Background: an optimization exercise with open tools, aiming at small area. Do not read the settings as production practice.
Function was checked by simulation only, so behaviour that the tests miss may differ from the original.
The flow treats the clock pin as an ideal source, which a real chip does not have.

==> inputs of xenon <==
==> flow/design.v <==
module drac (
  input SCK,
  input CS,
  input MOSI,
  output MISO,
  input clk,
  input rst,
  input [3:0] regr_0,
  input [6:0] regr_1,
  input [7:0] regr_2,
  input [7:0] regr_3,
  input [7:0] regr_4,
  input [7:0] regr_5,
  output [7:0] regwr_0,
  output [7:0] regwr_1,
  output [7:0] regwr_2,
  output [7:0] regwr_3,
  output [2:0] regwr_4,
  output [7:0] regwr_5,
  output [3:0] regwr_6,
  output [1:0] regwr_7,
  output [4:0] regwr_8,
  output [4:0] regwr_9,
  output [4:0] regwr_10,
  output [4:0] regwr_11,
  output regwr_12,
  output regwr_13,
  output regwr_14,
  output [2:0] regwr_15,
  output [2:0] regwr_16,
  output [1:0] regwr_17,
  output [1:0] regwr_18,
  output regwr_19,
  output regwr_20,
  output [1:0] regwr_21,
  output regwr_22,
  output [6:0] regwr_23,
  output regwr_24,
  output regwr_25,
  output regwr_26,
  output [3:0] regwr_27,
  output [3:0] regwr_28,
  output regwr_29,
  output regwr_30,
  output regwr_31,
  output [2:0] regwr_32,
  output [2:0] regwr_33,
  output [2:0] regwr_34,
  output regwr_35,
  output regwr_36,
  output regwr_37,
  output regwr_38,
  output regwr_39,
  output [7:0] regwr_40,
  output [7:0] regwr_41
);
  reg cs0, cs1, sck0, sck1, sck2, mo0, mo1;
  always @(posedge clk) begin
    cs0 <= CS;   cs1 <= cs0;
    sck0 <= SCK; sck1 <= sck0; sck2 <= sck1;
    mo0 <= MOSI; mo1 <= mo0;
  end
  wire re = sck1 & ~sck2 & ~cs1;    
  localparam CMD = 2'd0, WR = 2'd1, RD = 2'd2, BURST = 2'd3;
  reg [1:0] st;
  reg [7:0] sr;
  reg [5:0] addr;
  wire done = re & sr[7];
  wire [7:0] byte_in = {sr[6:0], mo1};
  wire is_ff = &byte_in;
  always @(posedge clk) begin
    if (cs1)
      sr <= 8'd1;
    else if (re)
      sr <= sr[7] ? 8'd1 : {sr[6:0], mo1 & (st != RD)};
  end
  always @(posedge clk) begin
    if (cs1)
      st <= CMD;
    else if (done)
      case (st)
        CMD:   st <= is_ff ? BURST : (byte_in[7] ? WR : RD);
        BURST: if (addr == 6'd41) st <= CMD;
        default: st <= CMD;
      endcase
  end
  always @(posedge clk) begin
    if (done) begin
      if (st == CMD)
        addr <= byte_in[5:0] & {6{~is_ff}};
      else if (st == BURST)
        addr <= addr + 6'd1;
    end
  end
  wire wr = done & st[0];             
  wire [7:0] bus0 = byte_in & {8{~rst}};   
  wire [7:0] bus1 = byte_in | {8{rst}};    
  wire [7:0] wlo; wire [5:0] whi;
  assign wlo[0] = rst | (addr[2:0] == 3'd0);
  assign wlo[1] = rst | (addr[2:0] == 3'd1);
  assign wlo[2] = rst | (addr[2:0] == 3'd2);
  assign wlo[3] = rst | (addr[2:0] == 3'd3);
  assign wlo[4] = rst | (addr[2:0] == 3'd4);
  assign wlo[5] = rst | (addr[2:0] == 3'd5);
  assign wlo[6] = rst | (addr[2:0] == 3'd6);
  assign wlo[7] = rst | (addr[2:0] == 3'd7);
  assign whi[0] = rst | (wr & (addr[5:3] == 3'd0));
  assign whi[1] = rst | (wr & (addr[5:3] == 3'd1));
  assign whi[2] = rst | (wr & (addr[5:3] == 3'd2));
  assign whi[3] = rst | (wr & (addr[5:3] == 3'd3));
  assign whi[4] = rst | (wr & (addr[5:3] == 3'd4));
  assign whi[5] = rst | (wr & (addr[5:3] == 3'd5));
  reg [7:0] r0;
  always @(posedge clk) if (whi[0] & wlo[0]) r0 <= {bus1[7], bus0[6], bus0[5], bus0[4], bus0[3], bus0[2], bus0[1], bus1[0]};
  assign regwr_0 = r0;
  reg [7:0] r1;
  always @(posedge clk) if (whi[0] & wlo[1]) r1 <= {bus1[7], bus1[6], bus1[5], bus1[4], bus1[3], bus1[2], bus1[1], bus1[0]};
  assign regwr_1 = r1;
  reg [7:0] r2;
  always @(posedge clk) if (whi[0] & wlo[2]) r2 <= {bus0[7], bus0[6], bus0[5], bus0[4], bus0[3], bus0[2], bus0[1], bus0[0]};
  assign regwr_2 = r2;
  reg [7:0] r3;
  always @(posedge clk) if (whi[0] & wlo[3]) r3 <= {bus0[7], bus0[6], bus0[5], bus0[4], bus0[3], bus0[2], bus0[1], bus0[0]};
  assign regwr_3 = r3;
  reg [2:0] r4;
  always @(posedge clk) if (whi[0] & wlo[4]) r4 <= {bus1[2], bus0[1], bus0[0]};
  assign regwr_4 = r4;
  reg [7:0] r5;
  always @(posedge clk) if (whi[0] & wlo[5]) r5 <= {bus1[7], bus1[6], bus1[5], bus1[4], bus1[3], bus1[2], bus1[1], bus1[0]};
  assign regwr_5 = r5;
  reg [3:0] r6;
  always @(posedge clk) if (whi[0] & wlo[6]) r6 <= {bus0[3], bus0[2], bus0[1], bus0[0]};
  assign regwr_6 = r6;
  reg [1:0] r7;
  always @(posedge clk) if (whi[0] & wlo[7]) r7 <= {bus0[1], bus0[0]};
  assign regwr_7 = r7;
  reg [4:0] r8;
  always @(posedge clk) if (whi[1] & wlo[0]) r8 <= {bus0[4], bus1[3], bus0[2], bus1[1], bus1[0]};
  assign regwr_8 = r8;
  reg [4:0] r9;
  always @(posedge clk) if (whi[1] & wlo[1]) r9 <= {bus0[4], bus0[3], bus0[2], bus1[1], bus0[0]};
  assign regwr_9 = r9;
  reg [4:0] r10;
  always @(posedge clk) if (whi[1] & wlo[2]) r10 <= {bus0[4], bus0[3], bus0[2], bus0[1], bus0[0]};
  assign regwr_10 = r10;
  reg [4:0] r11;
  always @(posedge clk) if (whi[1] & wlo[3]) r11 <= {bus0[4], bus0[3], bus0[2], bus0[1], bus0[0]};
  assign regwr_11 = r11;
  reg r12;
  always @(posedge clk) if (whi[1] & wlo[4]) r12 <= {bus0[0]};
  assign regwr_12 = r12;
  reg r13;
  always @(posedge clk) if (whi[1] & wlo[5]) r13 <= {bus0[0]};
  assign regwr_13 = r13;
  reg r14;
  always @(posedge clk) if (whi[1] & wlo[6]) r14 <= {bus1[0]};
  assign regwr_14 = r14;
  reg [2:0] r15;
  always @(posedge clk) if (whi[1] & wlo[7]) r15 <= {bus0[2], bus1[1], bus1[0]};
  assign regwr_15 = r15;
  reg [2:0] r16;
  always @(posedge clk) if (whi[2] & wlo[0]) r16 <= {bus0[2], bus0[1], bus1[0]};
  assign regwr_16 = r16;
  reg [1:0] r17;
  always @(posedge clk) if (whi[2] & wlo[1]) r17 <= {bus0[1], bus1[0]};
  assign regwr_17 = r17;
  reg [1:0] r18;
  always @(posedge clk) if (whi[2] & wlo[2]) r18 <= {bus0[1], bus1[0]};
  assign regwr_18 = r18;
  reg r19;
  always @(posedge clk) if (whi[2] & wlo[3]) r19 <= {bus0[0]};
  assign regwr_19 = r19;
  reg r20;
  always @(posedge clk) if (whi[2] & wlo[4]) r20 <= {bus0[0]};
  assign regwr_20 = r20;
  reg [1:0] r21;
  always @(posedge clk) if (whi[2] & wlo[5]) r21 <= {bus0[1], bus0[0]};
  assign regwr_21 = r21;
  reg r22;
  always @(posedge clk) if (whi[2] & wlo[6]) r22 <= {bus1[0]};
  assign regwr_22 = r22;
  reg [6:0] r23;
  always @(posedge clk) if (whi[2] & wlo[7]) r23 <= {bus0[6], bus0[5], bus0[4], bus0[3], bus0[2], bus0[1], bus0[0]};
  assign regwr_23 = r23;
  reg r24;
  always @(posedge clk) if (whi[3] & wlo[0]) r24 <= {bus0[0]};
  assign regwr_24 = r24;
  reg r25;
  always @(posedge clk) if (whi[3] & wlo[1]) r25 <= {bus0[0]};
  assign regwr_25 = r25;
  reg r26;
  always @(posedge clk) if (whi[3] & wlo[2]) r26 <= {bus0[0]};
  assign regwr_26 = r26;
  reg [3:0] r27;
  always @(posedge clk) if (whi[3] & wlo[3]) r27 <= {bus0[3], bus0[2], bus0[1], bus0[0]};
  assign regwr_27 = r27;
  reg [3:0] r28;
  always @(posedge clk) if (whi[3] & wlo[4]) r28 <= {bus1[3], bus0[2], bus0[1], bus0[0]};
  assign regwr_28 = r28;
  reg r29;
  always @(posedge clk) if (whi[3] & wlo[5]) r29 <= {bus0[0]};
  assign regwr_29 = r29;
  reg r30;
  always @(posedge clk) if (whi[3] & wlo[6]) r30 <= {bus0[0]};
  assign regwr_30 = r30;
  reg r31;
  always @(posedge clk) if (whi[3] & wlo[7]) r31 <= {bus0[0]};
  assign regwr_31 = r31;
  reg [2:0] r32;
  always @(posedge clk) if (whi[4] & wlo[0]) r32 <= {bus0[2], bus0[1], bus0[0]};
  assign regwr_32 = r32;
  reg [2:0] r33;
  always @(posedge clk) if (whi[4] & wlo[1]) r33 <= {bus0[2], bus0[1], bus0[0]};
  assign regwr_33 = r33;
  reg [2:0] r34;
  always @(posedge clk) if (whi[4] & wlo[2]) r34 <= {bus0[2], bus0[1], bus0[0]};
  assign regwr_34 = r34;
  reg r35;
  always @(posedge clk) if (whi[4] & wlo[3]) r35 <= {bus1[0]};
  assign regwr_35 = r35;
  reg r36;
  always @(posedge clk) if (whi[4] & wlo[4]) r36 <= {bus1[0]};
  assign regwr_36 = r36;
  reg r37;
  always @(posedge clk) if (whi[4] & wlo[5]) r37 <= {bus1[0]};
  assign regwr_37 = r37;
  reg r38;
  always @(posedge clk) if (whi[4] & wlo[6]) r38 <= {bus0[0]};
  assign regwr_38 = r38;
  reg r39;
  always @(posedge clk) if (whi[4] & wlo[7]) r39 <= {bus0[0]};
  assign regwr_39 = r39;
  reg [7:0] r40;
  always @(posedge clk) if (whi[5] & wlo[0]) r40 <= {bus0[7], bus0[6], bus0[5], bus0[4], bus0[3], bus0[2], bus0[1], bus0[0]};
  assign regwr_40 = r40;
  reg [7:0] r41;
  always @(posedge clk) if (whi[5] & wlo[1]) r41 <= {bus0[7], bus0[6], bus0[5], bus0[4], bus0[3], bus0[2], bus0[1], bus0[0]};
  assign regwr_41 = r41;
  wire [7:0] rlo; wire [5:0] rhi;
  assign rlo[0] = addr[2:0] == 3'd0;
  assign rlo[1] = addr[2:0] == 3'd1;
  assign rlo[2] = addr[2:0] == 3'd2;
  assign rlo[3] = addr[2:0] == 3'd3;
  assign rlo[4] = addr[2:0] == 3'd4;
  assign rlo[5] = addr[2:0] == 3'd5;
  assign rlo[6] = addr[2:0] == 3'd6;
  assign rlo[7] = addr[2:0] == 3'd7;
  assign rhi[0] = addr[5:3] == 3'd0;
  assign rhi[1] = addr[5:3] == 3'd1;
  assign rhi[2] = addr[5:3] == 3'd2;
  assign rhi[3] = addr[5:3] == 3'd3;
  assign rhi[4] = addr[5:3] == 3'd4;
  assign rhi[5] = addr[5:3] == 3'd5;
  wire [7:0] bsel = {sr[0], sr[1], sr[2], sr[3], sr[4], sr[5], sr[6], sr[7]};
  wire [47:0] bits;
  assign bits[0] = |(bsel[7:0] & r0);
  assign bits[1] = |(bsel[7:0] & r1);
  assign bits[2] = |(bsel[7:0] & r2);
  assign bits[3] = |(bsel[7:0] & r3);
  assign bits[4] = |(bsel[2:0] & r4);
  assign bits[5] = |(bsel[7:0] & r5);
  assign bits[6] = |(bsel[3:0] & r6);
  assign bits[7] = |(bsel[1:0] & r7);
  assign bits[8] = |(bsel[4:0] & r8);
  assign bits[9] = |(bsel[4:0] & r9);
  assign bits[10] = |(bsel[4:0] & r10);
  assign bits[11] = |(bsel[4:0] & r11);
  assign bits[12] = |(bsel[0:0] & r12);
  assign bits[13] = |(bsel[0:0] & r13);
  assign bits[14] = |(bsel[0:0] & r14);
  assign bits[15] = |(bsel[2:0] & r15);
  assign bits[16] = |(bsel[2:0] & r16);
  assign bits[17] = |(bsel[1:0] & r17);
  assign bits[18] = |(bsel[1:0] & r18);
  assign bits[19] = |(bsel[0:0] & r19);
  assign bits[20] = |(bsel[0:0] & r20);
  assign bits[21] = |(bsel[1:0] & r21);
  assign bits[22] = |(bsel[0:0] & r22);
  assign bits[23] = |(bsel[6:0] & r23);
  assign bits[24] = |(bsel[0:0] & r24);
  assign bits[25] = |(bsel[0:0] & r25);
  assign bits[26] = |(bsel[0:0] & r26);
  assign bits[27] = |(bsel[3:0] & r27);
  assign bits[28] = |(bsel[3:0] & r28);
  assign bits[29] = |(bsel[0:0] & r29);
  assign bits[30] = |(bsel[0:0] & r30);
  assign bits[31] = |(bsel[0:0] & r31);
  assign bits[32] = |(bsel[2:0] & r32);
  assign bits[33] = |(bsel[2:0] & r33);
  assign bits[34] = |(bsel[2:0] & r34);
  assign bits[35] = |(bsel[0:0] & r35);
  assign bits[36] = |(bsel[0:0] & r36);
  assign bits[37] = |(bsel[0:0] & r37);
  assign bits[38] = |(bsel[0:0] & r38);
  assign bits[39] = |(bsel[0:0] & r39);
  assign bits[40] = |(bsel[7:0] & r40);
  assign bits[41] = |(bsel[7:0] & r41);
  assign bits[42] = |(bsel[3:0] & regr_0);
  assign bits[43] = |(bsel[6:0] & regr_1);
  assign bits[44] = |(bsel[7:0] & regr_2);
  assign bits[45] = |(bsel[7:0] & regr_3);
  assign bits[46] = |(bsel[7:0] & regr_4);
  assign bits[47] = |(bsel[7:0] & regr_5);
  wire g0 = |(rlo & bits[7:0]);
  wire g1 = |(rlo & bits[15:8]);
  wire g2 = |(rlo & bits[23:16]);
  wire g3 = |(rlo & bits[31:24]);
  wire g4 = |(rlo & bits[39:32]);
  wire g5 = |(rlo & bits[47:40]);
  assign MISO = (rhi[0] & g0) | (rhi[1] & g1) | (rhi[2] & g2) | (rhi[3] & g3) | (rhi[4] & g4) | (rhi[5] & g5);
endmodule
==> flow/flow/run.sh <==
#!/bin/bash
# Standard ORFS layout (standard.sh), except: ports are buffered with buf_1
# cells, and CTS uses small clock buffers without dummy loads.
set -euo pipefail
bash standard.sh synth > synth.log 2>&1
bash standard.sh \
  "BUFFER_PORTS_ARGS=-buffer_cell sky130_fd_sc_hd__buf_1" \
  "CTS_ARGS=-sink_clustering_enable -repair_clock_nets -dont_use_dummy_load -buf_list {sky130_fd_sc_hd__clkbuf_4 sky130_fd_sc_hd__clkbuf_8}" \
  REMOVE_ABC_BUFFERS=1 RECOVER_POWER=100 \
  finish > layout.log 2>&1
==> flow/standard.sh <==
#!/bin/bash
# synth_recipe.tcl (not shown) runs the flow's synth.tcl, then flattens the netlist and writes it again
# the make line also repeats each setting of config.mk as NAME=value (left out here)
make -C /OpenROAD-flow-scripts/flow DESIGN_CONFIG=/design/flow/config.mk WORK_HOME=/design/flow/orfs CLKGATE_MAP_FILE= SYNTH_SCRIPT=/design/flow/synth_recipe.tcl "${@:-finish}"
==> flow/config.mk <==
export PLATFORM = sky130hd
export DESIGN_NAME = drac
export DESIGN_NICKNAME = drac
export VERILOG_FILES = /design/flow/design.v
export SDC_FILE = /design/flow/constraint.sdc
export NUM_CORES = 4
export LEC_CHECK = 0
export CAP_MARGIN = 20
export CORE_MARGIN = 2
export CORE_UTILIZATION = 40
export GPL_TIMING_DRIVEN = 0
export SLEW_MARGIN = 20
==> flow/constraint.sdc <==
create_clock -name core_clock -period 4.0 [get_ports {clk}]
set_input_delay 0.8000 -clock core_clock [delete_from_list [all_inputs] [get_ports {clk}]]
set_output_delay 0.8000 -clock core_clock [all_outputs]
set_load 0.01 [all_outputs]
==> zinc (differences from xenon) <==
--- a/flow/design.v
+++ b/flow/design.v
@@ -308,4 +308,6 @@
   wire g4 = |(rlo & bits[39:32]);
   wire g5 = |(rlo & bits[47:40]);
-  assign MISO = (rhi[0] & g0) | (rhi[1] & g1) | (rhi[2] & g2) | (rhi[3] & g3) | (rhi[4] & g4) | (rhi[5] & g5);
+  reg miso_q;
+  always @(posedge clk) miso_q <= (rhi[0] & g0) | (rhi[1] & g1) | (rhi[2] & g2) | (rhi[3] & g3) | (rhi[4] & g4) | (rhi[5] & g5);
+  assign MISO = miso_q;
 endmodule
==> flow/flow/run.sh (replaced) <==
#!/bin/bash
# Standard ORFS layout (standard.sh), except: ports are buffered with buf_1
# cells, and CTS uses small clock buffers without dummy loads.
set -euo pipefail
bash standard.sh synth > synth.log 2>&1
bash standard.sh \
  "BUFFER_PORTS_ARGS=-buffer_cell sky130_fd_sc_hd__buf_1" \
  "CTS_ARGS=-sink_clustering_enable -repair_clock_nets -dont_use_dummy_load -buf_list sky130_fd_sc_hd__clkbuf_4" \
  REMOVE_ABC_BUFFERS=1 "POST_CTS_TCL=$(pwd)/flow/post_cts.tcl" \
  finish > layout.log 2>&1
==> flow/flow/post_cts.tcl (new file) <==
# After CTS: upsize each clkbuf_4 whose loads see a slow clock edge to clkbuf_8,
# then legalize the placement again.
estimate_parasitics -placement
set n 0
foreach inst [get_cells -filter "ref_name == sky130_fd_sc_hd__clkbuf_4"] {
  set worst 0
  set net [get_nets -of_objects [get_pins [get_full_name $inst]/X]]
  foreach pin [get_pins -of_objects $net -filter "direction == input"] {
    set s [get_property $pin slew_max]
    if {$s > $worst} { set worst $s }
  }
  if {$worst > 0.112} {
    replace_cell $inst sky130_fd_sc_hd__clkbuf_8
    incr n
  }
}
puts "post_cts: upsized $n clock buffers"
estimate_parasitics -placement
detailed_placement
check_placement -verbose
--- a/flow/config.mk
+++ b/flow/config.mk
@@ -6,7 +6,8 @@
 export NUM_CORES = 4
 export LEC_CHECK = 0
-export CAP_MARGIN = 20
+export CAP_MARGIN = 0
 export CORE_MARGIN = 2
-export CORE_UTILIZATION = 40
+export CORE_UTILIZATION = 60
 export GPL_TIMING_DRIVEN = 0
-export SLEW_MARGIN = 20
+export PLACE_DENSITY = 0.75
+export SLEW_MARGIN = 0
==> onyx (differences from xenon) <==
--- a/flow/design.v
+++ b/flow/design.v
@@ -62,5 +62,5 @@
   end
   wire re = sck1 & ~sck2 & ~cs1;    
-  localparam CMD = 2'd0, WR = 2'd1, RD = 2'd2, BURST = 2'd3;
+  localparam CMD = 2'd0, WR = 2'd2, RD = 2'd1, BURST = 2'd3;
   reg [1:0] st;
   reg [7:0] sr;
@@ -85,13 +85,8 @@
       endcase
   end
-  always @(posedge clk) begin
-    if (done) begin
-      if (st == CMD)
-        addr <= byte_in[5:0] & {6{~is_ff}};
-      else if (st == BURST)
-        addr <= addr + 6'd1;
-    end
-  end
-  wire wr = done & st[0];             
+  always @(posedge clk)
+    if (done)
+      addr <= (st == CMD) ? (byte_in[5:0] & {6{~is_ff}}) : addr + 6'd1;
+  wire wr = done & st[1];             
   wire [7:0] bus0 = byte_in & {8{~rst}};   
   wire [7:0] bus1 = byte_in | {8{rst}};    
@@ -308,4 +303,6 @@
   wire g4 = |(rlo & bits[39:32]);
   wire g5 = |(rlo & bits[47:40]);
-  assign MISO = (rhi[0] & g0) | (rhi[1] & g1) | (rhi[2] & g2) | (rhi[3] & g3) | (rhi[4] & g4) | (rhi[5] & g5);
+  reg miso_q;
+  always @(posedge clk) miso_q <= (rhi[0] & g0) | (rhi[1] & g1) | (rhi[2] & g2) | (rhi[3] & g3) | (rhi[4] & g4) | (rhi[5] & g5);
+  assign MISO = miso_q;
 endmodule
==> flow/flow/run.sh (replaced) <==
#!/bin/bash
# Standard ORFS layout (standard.sh), except: ports are buffered with buf_1
# cells, and CTS uses small clock buffers without dummy loads.
set -euo pipefail
bash standard.sh synth > synth.log 2>&1
bash standard.sh \
  "BUFFER_PORTS_ARGS=-buffer_cell sky130_fd_sc_hd__buf_1" \
  "CTS_ARGS=-sink_clustering_enable -repair_clock_nets -dont_use_dummy_load -buf_list sky130_fd_sc_hd__clkbuf_4" \
  REMOVE_ABC_BUFFERS=1 "POST_CTS_TCL=$(pwd)/flow/post_cts.tcl" \
  finish > layout.log 2>&1
==> flow/flow/post_cts.tcl (new file) <==
# After CTS: upsize each clkbuf_4 whose loads see a slow clock edge to clkbuf_8,
# then legalize the placement again.
estimate_parasitics -placement
set n 0
foreach inst [get_cells -filter "ref_name == sky130_fd_sc_hd__clkbuf_4"] {
  set worst 0
  set net [get_nets -of_objects [get_pins [get_full_name $inst]/X]]
  foreach pin [get_pins -of_objects $net -filter "direction == input"] {
    set s [get_property $pin slew_max]
    if {$s > $worst} { set worst $s }
  }
  if {$worst > 0.112} {
    replace_cell $inst sky130_fd_sc_hd__clkbuf_8
    incr n
  }
}
puts "post_cts: upsized $n clock buffers"
estimate_parasitics -placement
detailed_placement
check_placement -verbose
--- a/flow/config.mk
+++ b/flow/config.mk
@@ -6,7 +6,8 @@
 export NUM_CORES = 4
 export LEC_CHECK = 0
-export CAP_MARGIN = 20
+export CAP_MARGIN = 0
 export CORE_MARGIN = 2
-export CORE_UTILIZATION = 40
+export CORE_UTILIZATION = 60
 export GPL_TIMING_DRIVEN = 0
-export SLEW_MARGIN = 20
+export PLACE_DENSITY = 0.75
+export SLEW_MARGIN = 0
==> results.txt <==
| quantity | zinc | onyx | xenon |
|---|---|---|---|
| Outcome | timing/DRC/antenna clean | timing/DRC/antenna clean | complete, but fails checks |
| Reasons for failing layout checks | - | - | capacitance limit, slew limit |
| Cell area reported after detailed placement | 7540 µm² | 7420 µm² | 7670 µm² |
| Tap cells | 140 | 140 | 220 |
| Number of distinct library cells after synthesis | 40 | 43 | 40 |
| Met2 track demand over resource | 52.9% | 51.0% | 38.5% |
| Register cell area after layout | 4690 µm² | 4690 µm² | 4670 µm² |
| Post-Synth Simple-Gate Area | 9.83% | 9.07% | 9.86% |
| Final #Nets | 733 | 718 | 736 |
| Share of final-layout standard cells stronger than drive strength 1 | 5.93% | 5.59% | 5.02% |
| Post-route cell area | 7700 µm² | 7590 µm² | 7880 µm² |
| Required time worst endpoint | 4.33 ns | 4.28 ns | 3.20 ns |
| Met2 routed wirelength | 9.74 mm | 9.21 mm | 10.4 mm |
| Die boundary height | 110 µm | 109 µm | 134 µm |

==> what the ideal ports hide <==
The flow's constraints put no driver on any port. The routed layouts listed below were extracted and timed again, unchanged, in two steps.
Step 1 sets driving cells, clkbuf_16 on the clock port and buf_2 on the other inputs (assumed; they add their load-dependent delay and slew).
Step 2 also shifts input and output timing later by t, the mid clock arrival at the registers, as if the neighbouring blocks saw the same clock.
Slacks: ideal / step 1 / step 2; pairs: ideal / step 1.
| run | t (ns) | slack for setup (ns) | cell pins on the clock port's net |
|---|---|---|---|
| xenon | 0.476 | 0.238 / 0.205 / 0.081 | 1 |
| zinc | 0.465 | 0.876 / 0.876 / 0.876 | 1 |
| onyx | 0.458 | 0.985 / 0.985 / 0.985 | 1 |
For xenon, which loses most, drivers alone change the setup slack by -0.033 ns; drivers and shift together by -0.157 ns.
